Context: an optimization exercise on an open-source flow, tuned for small area, a short achievable clock period and few clock cycles per item. The choices shown serve that exercise and are no tape-out recipe. In this exercise RTL edits were held to simulation tests only and were not proved equivalent to the original.

Setup of run 1:
// btc_sha256d
module btc_sha256d(
    input clk,
    input rst_n,
    input start,
    input [639:0] header,
    output done,
    output [255:0] hash
    );
Size: roughly 1100 flip-flops, about 900 I/O pins, about 56000 um2 of cells after synthesis.
clock: 12.0 ns
lec_check: 0
abc_area: 1
cap_margin: 20
core_margin: 2
core_utilization: 45
cts_cluster_diameter: 120
cts_cluster_size: 20
place_density: 0.65
slew_margin: 20
standard.sh (not shown) runs the stock make flow with config.mk's settings and CLKGATE_MAP_FILE= SYNTH_SCRIPT=/design/flow/synth_recipe.tcl, a recipe that flattens the netlist after the stock synthesis.
==> flow/flow/run.sh <==
#!/bin/bash
set -euo pipefail
MARGIN=${MARGIN:-7.75}
bash standard.sh \
  SETUP_SLACK_MARGIN=$MARGIN \
  "BUFFER_PORTS_ARGS=-buffer_cell sky130_fd_sc_hd__buf_1" \
  finish > flow_make.log 2>&1
Looking at the reports, run 1 completed the entire flow and the layout it produced met the timing, DRC and antenna checks.
Testbench counts of run 1, summed over its fixed seeds: cycles 9,936, hashes 48.
Changes in run 2 relative to run 1:
Settings: PLACE_DENSITY removed (was 0.65).
--- a/flow/flow/run.sh
+++ b/flow/flow/run.sh
@@ -3 +3 @@
-MARGIN=${MARGIN:-7.75}
+MARGIN=${MARGIN:-8}
## What came out
- Taking run 1 as the reference, in run 2 required time at the worst-slack endpoint dropped 0.08 ns; part of the cycle the worst path needs climbed 0.27 points; sequential cell area in the final layout barely changed; wire length climbed 4.7%.
- After synthesis and placement, the instance count of run 2 is above that of run 1.
- Compared with run 1, placement density in the core of run 2 is higher.
The inputs of run 3 differ from those of run 2 as listed below.
--- a/flow/flow/run.sh
+++ b/flow/flow/run.sh
@@ -3 +3 @@
-MARGIN=${MARGIN:-8}
+MARGIN=${MARGIN:-7.5}
- Per the final summary, run 3 finished and its layout is clean on timing, DRC and antenna.
- Lower final-stage net count goes to run 3 over run 2.
- Compared to run 2, the routing of run 3 uses less wire.
- Post-route core utilization was higher in run 2 than in run 3.
- [run 3] total via count after detailed routing fell 2.8% relative to run 2
- Row headroom to the max-slew limit: run 3 higher / run 2 lower
- Number of storage elements in the synthesis netlist: run 2 vs run 3 identical
Here is what was changed in the inputs of run 4 compared with run 3.
--- a/flow/flow/run.sh
+++ b/flow/flow/run.sh
@@ -3 +3 @@
-MARGIN=${MARGIN:-7.5}
+MARGIN=${MARGIN:-7.75}
==> comparison <==
On run 4: minimum clock period is 0.20 ns lower than what run 3 gave.
Across both runs, global-route usage was higher for run 4 than for run 3.
[run 4] area growth from synthesis to layout rose 3.8 points relative to run 3
Final antenna diode count: run 4 < run 3
Compared with run 3, run 4 ends up with more cell area.
| total number of vias | run 4 vs run 3 | about 0.9% higher |
Re share of the clock period used by the worst path after layout: run 4 is 1.7 points down on run 3.
Changes observed in run 4 relative to run 3: buffer share of cell area now larger.


v6:
btc_sha256d again, from the RTL that the note above started with.
export LEC_CHECK = 0
export ABC_AREA = 1
export CAP_MARGIN = 20
export CORE_MARGIN = 2
export CORE_UTILIZATION = 45
export CTS_CLUSTER_DIAMETER = 120
export CTS_CLUSTER_SIZE = 20
export SLEW_MARGIN = 20
create_clock -name core_clock -period 12.0 [get_ports {clk}]
==> flow/flow/run.sh <==
#!/bin/bash
set -euo pipefail
MARGIN=${MARGIN:-7.25}
bash standard.sh \
  SETUP_SLACK_MARGIN=$MARGIN \
  "BUFFER_PORTS_ARGS=-buffer_cell sky130_fd_sc_hd__buf_1" \
  finish > flow_make.log 2>&1
Testbench counts of v6, summed over its fixed seeds: cycles 9,936, hashes 48.
Here is what was changed in the inputs of v7 compared with v6.
- swapping 45 for 40 in CORE_UTILIZATION
-- flow/flow/run.sh --
<<< v6, line 2
set -euo pipefail
MARGIN=${MARGIN:-7.25}
bash standard.sh \
>>> v7, line 2
set -euo pipefail
MARGIN=${MARGIN:-7.75}
bash standard.sh \
### Flow results
- On core utilization: v7 sits below v6.
- Summary of v7 over v6: routability congestion estimate from global placement lost 3.6%; largest incremental delay on the critical path lost 80 ps; final worst slack picked up an extra 510 ps; number of logic stages on the critical path including buffering picked up an extra 2.
- v6 was smaller in final cell area than v7.


Another version of the RTL of btc_sha256d (not shown whole).
For scale: ~5,300 cells after synthesis, about 1,100 flip-flops.
==> flow/config.mk <==
export PLATFORM = sky130hd
export DESIGN_NAME = btc_sha256d
export DESIGN_NICKNAME = btc_sha256d
export VERILOG_FILES = /design/flow/design.v
export SDC_FILE = /design/flow/constraint.sdc
export NUM_CORES = 8
export LEC_CHECK = 0
export CAP_MARGIN = 20
export CORE_MARGIN = 2
export CORE_UTILIZATION = 40
export SETUP_SLACK_MARGIN = 5
export SLEW_MARGIN = 20
==> flow/constraint.sdc <==
create_clock -name core_clock -period 12.0 [get_ports {clk}]
set_input_delay 2.4000 -clock core_clock [delete_from_list [all_inputs] [get_ports {clk}]]
set_output_delay 2.4000 -clock core_clock [all_outputs]
set_load 0.01 [all_outputs]
run.sh (not shown) runs the stock make flow with config.mk's settings and CLKGATE_MAP_FILE= SYNTH_SCRIPT=/design/flow/synth_recipe.tcl, a recipe that flattens the netlist after the stock synthesis.
Stock flow here: none of the scripts above is used.
Testbench counts at the start, summed over its fixed seeds: cycles 9,936, hashes 48.
Rerun with:
==> flow/flow/run.sh (new file) <==
#!/bin/bash
set -euo pipefail
MARGIN=${MARGIN:-8}
bash standard.sh \
  SETUP_SLACK_MARGIN=$MARGIN \
  "BUFFER_PORTS_ARGS=-buffer_cell sky130_fd_sc_hd__buf_1" \
  finish > flow_make.log 2>&1
==> flow/standard.sh (new file) <==
#!/bin/bash
# synth_recipe.tcl (not shown) runs the flow's synth.tcl, then flattens the netlist and writes it again
# the make line also repeats each setting of config.mk as NAME=value (left out here)
make -C /OpenROAD-flow-scripts/flow DESIGN_CONFIG=/design/flow/config.mk WORK_HOME=/design/flow/orfs CLKGATE_MAP_FILE= SYNTH_SCRIPT=/design/flow/synth_recipe.tcl "${@:-finish}"
Settings changed: CORE_UTILIZATION 40 to 45, SETUP_SLACK_MARGIN 5 to default.
removed: flow/run.sh
Effect:
- The changed run ran to the end with no violations
- global-route usage is higher by 5.5 points
- clock skew goes up by 11 ps


Another version of the RTL of btc_sha256d (not shown whole).
Size: ~7000 cells after synthesis, roughly 1100 flip-flops, ~900 I/O pins, about 55000 um^2 of cells after synthesis.
==> flow/design.v (excerpt) <==
module btc_sha256d(
    input clk,
    input rst_n,
    input start,
    input [639:0] header,
    output done,
    output [255:0] hash
    );
==> flow/config.mk <==
export PLATFORM = sky130hd
export DESIGN_NAME = btc_sha256d
export DESIGN_NICKNAME = btc_sha256d
export VERILOG_FILES = /design/flow/design.v
export SDC_FILE = /design/flow/constraint.sdc
export NUM_CORES = 8
export LEC_CHECK = 0
export ABC_AREA = 1
export CAP_MARGIN = 20
export CORE_MARGIN = 2
export CORE_UTILIZATION = 45
export CTS_CLUSTER_DIAMETER = 120
export CTS_CLUSTER_SIZE = 20
export SLEW_MARGIN = 20
==> flow/constraint.sdc <==
create_clock -name core_clock -period 12.0 [get_ports {clk}]
set_input_delay 2.4000 -clock core_clock [delete_from_list [all_inputs] [get_ports {clk}]]
set_output_delay 2.4000 -clock core_clock [all_outputs]
set_load 0.01 [all_outputs]
standard.sh (not shown) runs the stock make flow with config.mk's settings and CLKGATE_MAP_FILE= SYNTH_SCRIPT=/design/flow/synth_recipe.tcl, a recipe that flattens the netlist after the stock synthesis.
==> flow/flow/run.sh <==
#!/bin/bash
set -euo pipefail
MARGIN=${MARGIN:-7.9}
bash standard.sh \
  SETUP_SLACK_MARGIN=$MARGIN \
  "BUFFER_PORTS_ARGS=-buffer_cell sky130_fd_sc_hd__buf_1" \
  finish > flow_make.log 2>&1
The starting point ran to the end with no violations.
Testbench counts at the start, summed over its fixed seeds: cycles 9,888, hashes 48.
Then changed:
--- a/flow/flow/run.sh
+++ b/flow/flow/run.sh
@@ -2,3 +2,3 @@
 set -euo pipefail
-MARGIN=${MARGIN:-7.9}
+MARGIN=${MARGIN:-7.6}
 bash standard.sh \
Outcome:
- synthesized cell count does not change
- die area does not change
- clock skew went up by 0.020 ns
- sequential cell count is unchanged
- non-clock buffer count falls by 157
- synthesized area stays the same
- core utilization fell by 3.5 points


## run A
Another version of the RTL of btc_sha256d (not shown whole).
Size in the first run: roughly 1100 flip-flops, about 900 I/O pins, about 0.053 sq mm of cells after synthesis.
==> flow/config.mk <==
export PLATFORM = sky130hd
export DESIGN_NAME = btc_sha256d
export DESIGN_NICKNAME = btc_sha256d
export VERILOG_FILES = /design/flow/design.v
export SDC_FILE = /design/flow/constraint.sdc
export NUM_CORES = 8
export LEC_CHECK = 0
export CAP_MARGIN = 20
export CORE_MARGIN = 2
export CORE_UTILIZATION = 45
export CTS_CLUSTER_DIAMETER = 120
export CTS_CLUSTER_SIZE = 24
export SLEW_MARGIN = 20
==> flow/constraint.sdc <==
create_clock -name core_clock -period 12.0 [get_ports {clk}]
set_input_delay 2.4000 -clock core_clock [delete_from_list [all_inputs] [get_ports {clk}]]
set_output_delay 2.4000 -clock core_clock [all_outputs]
set_load 0.01 [all_outputs]
==> flow/flow/run.sh <==
#!/bin/bash
set -euo pipefail
MARGIN=${MARGIN:-8}
bash standard.sh \
  SETUP_SLACK_MARGIN=$MARGIN \
  "BUFFER_PORTS_ARGS=-buffer_cell sky130_fd_sc_hd__buf_1" \
  finish > flow_make.log 2>&1
Run A: PASS, flow complete, no timing, DRC or antenna violations
Testbench counts of run A, summed over its fixed seeds: cycles 9,936, hashes 48.
[inputs] run B vs run A
--- a/flow/flow/run.sh
+++ b/flow/flow/run.sh
@@ -2,3 +2,3 @@
 set -euo pipefail
-MARGIN=${MARGIN:-8}
+MARGIN=${MARGIN:-7.5}
 bash standard.sh \
[summary]
Compared with run A, run B instantiates a smaller number of cells.
Compare run A and run B | number of non-clock buffers in the layout lower: run B
Compared with run A, run B shows a higher number of search-and-repair iterations in the first detailed-routing pass.
Taking run A as the reference, in run B summed area of non-filler cells in the final layout -about 3.4%; synthesized netlist net count flat.
Input-level comparison between run C and run B:
- setting ABC_AREA to 1 for the first time
--- a/flow/flow/run.sh
+++ b/flow/flow/run.sh
@@ -2,3 +2,3 @@
 set -euo pipefail
-MARGIN=${MARGIN:-7.5}
+MARGIN=${MARGIN:-8}
 bash standard.sh \
### Flow results
Run C completed end to end with timing, DRC and antenna clean.
Met1 demand-to-capacity share in global routing (higher): run C
Sequential share of layout area: higher on run B
Run C ends up with a highest clock rate that is about 6% higher than in run B.
Run B has a higher number of distinct standard cells referenced by the synthesized netlist than run C.
End point of the critical path: wv[505]$_DFF_P_ -> run C, a[23]$_SDFFE_PP0P_ -> run B
Clock skew, run C and run B, higher one = run B.

what the ideal ports hide:
How much do the figures lean on ideal ports? The routed layouts below were timed once more, with nothing changed but the port constraints.
Step 1 (the two cells are an assumption about what drives the block):
set clk [get_ports {clk}]
set_driving_cell -lib_cell sky130_fd_sc_hd__clkbuf_16 $clk
set_driving_cell -lib_cell sky130_fd_sc_hd__buf_2 [delete_from_list [all_inputs] $clk]
Step 2 also shifts input and output timing later by t, the mid clock arrival at the registers, as if the neighbouring blocks saw the same clock.
a / b / c = no drivers / after step 1 / after step 2; a / b = the first two.
run | shift t [ns] | setup WS [ns] | hold WS [ns] | worst setup path after step 2
run 1 | 0.811 | 7.639 / 7.639 / 6.959 | 0.289 / 0.289 / 0.289 | input to register
run 2 | 0.820 | 7.607 / 7.607 / 6.971 | 0.287 / 0.287 / 0.287 | input to register
run 3 | 0.768 | 7.423 / 7.423 / 6.847 | 0.303 / 0.303 / 0.303 | input to register
run 4 | 0.774 | 7.627 / 7.624 / 6.996 | 0.306 / 0.306 / 0.306 | input to register
v6 | 0.772 | 7.173 / 7.173 / 6.808 | 0.302 / 0.302 / 0.302 | input to register
v7 | 0.791 | 7.680 / 7.680 / 7.006 | 0.290 / 0.290 / 0.290 | input to register
the first run of note 3 | 0.845 | 5.879 / 5.879 / 5.879 | 0.286 / 0.286 / 0.286 | register to register
the second run of note 3 | 0.804 | 6.984 / 6.984 / 6.661 | 0.284 / 0.284 / 0.284 | input to register
the first run of note 4 | 0.772 | 7.709 / 7.724 / 7.003 | 0.311 / 0.311 / 0.311 | input to register
the second run of note 4 | 0.800 | 7.289 / 7.289 / 6.597 | 0.301 / 0.301 / 0.301 | input to register
run A | 0.811 | 7.198 / 7.198 / 6.872 | 0.318 / 0.318 / 0.318 | input to register
run B | 0.811 | 7.241 / 7.241 / 6.859 | 0.302 / 0.302 / 0.302 | input to register
run C | 0.809 | 7.510 / 7.520 / 6.752 | 0.296 / 0.296 / 0.296 | input to register
After both steps every run listed still meets setup and hold. The setup slack of run C, which loses most, moves by +0.010 ns with the drivers and by -0.758 ns with both steps.
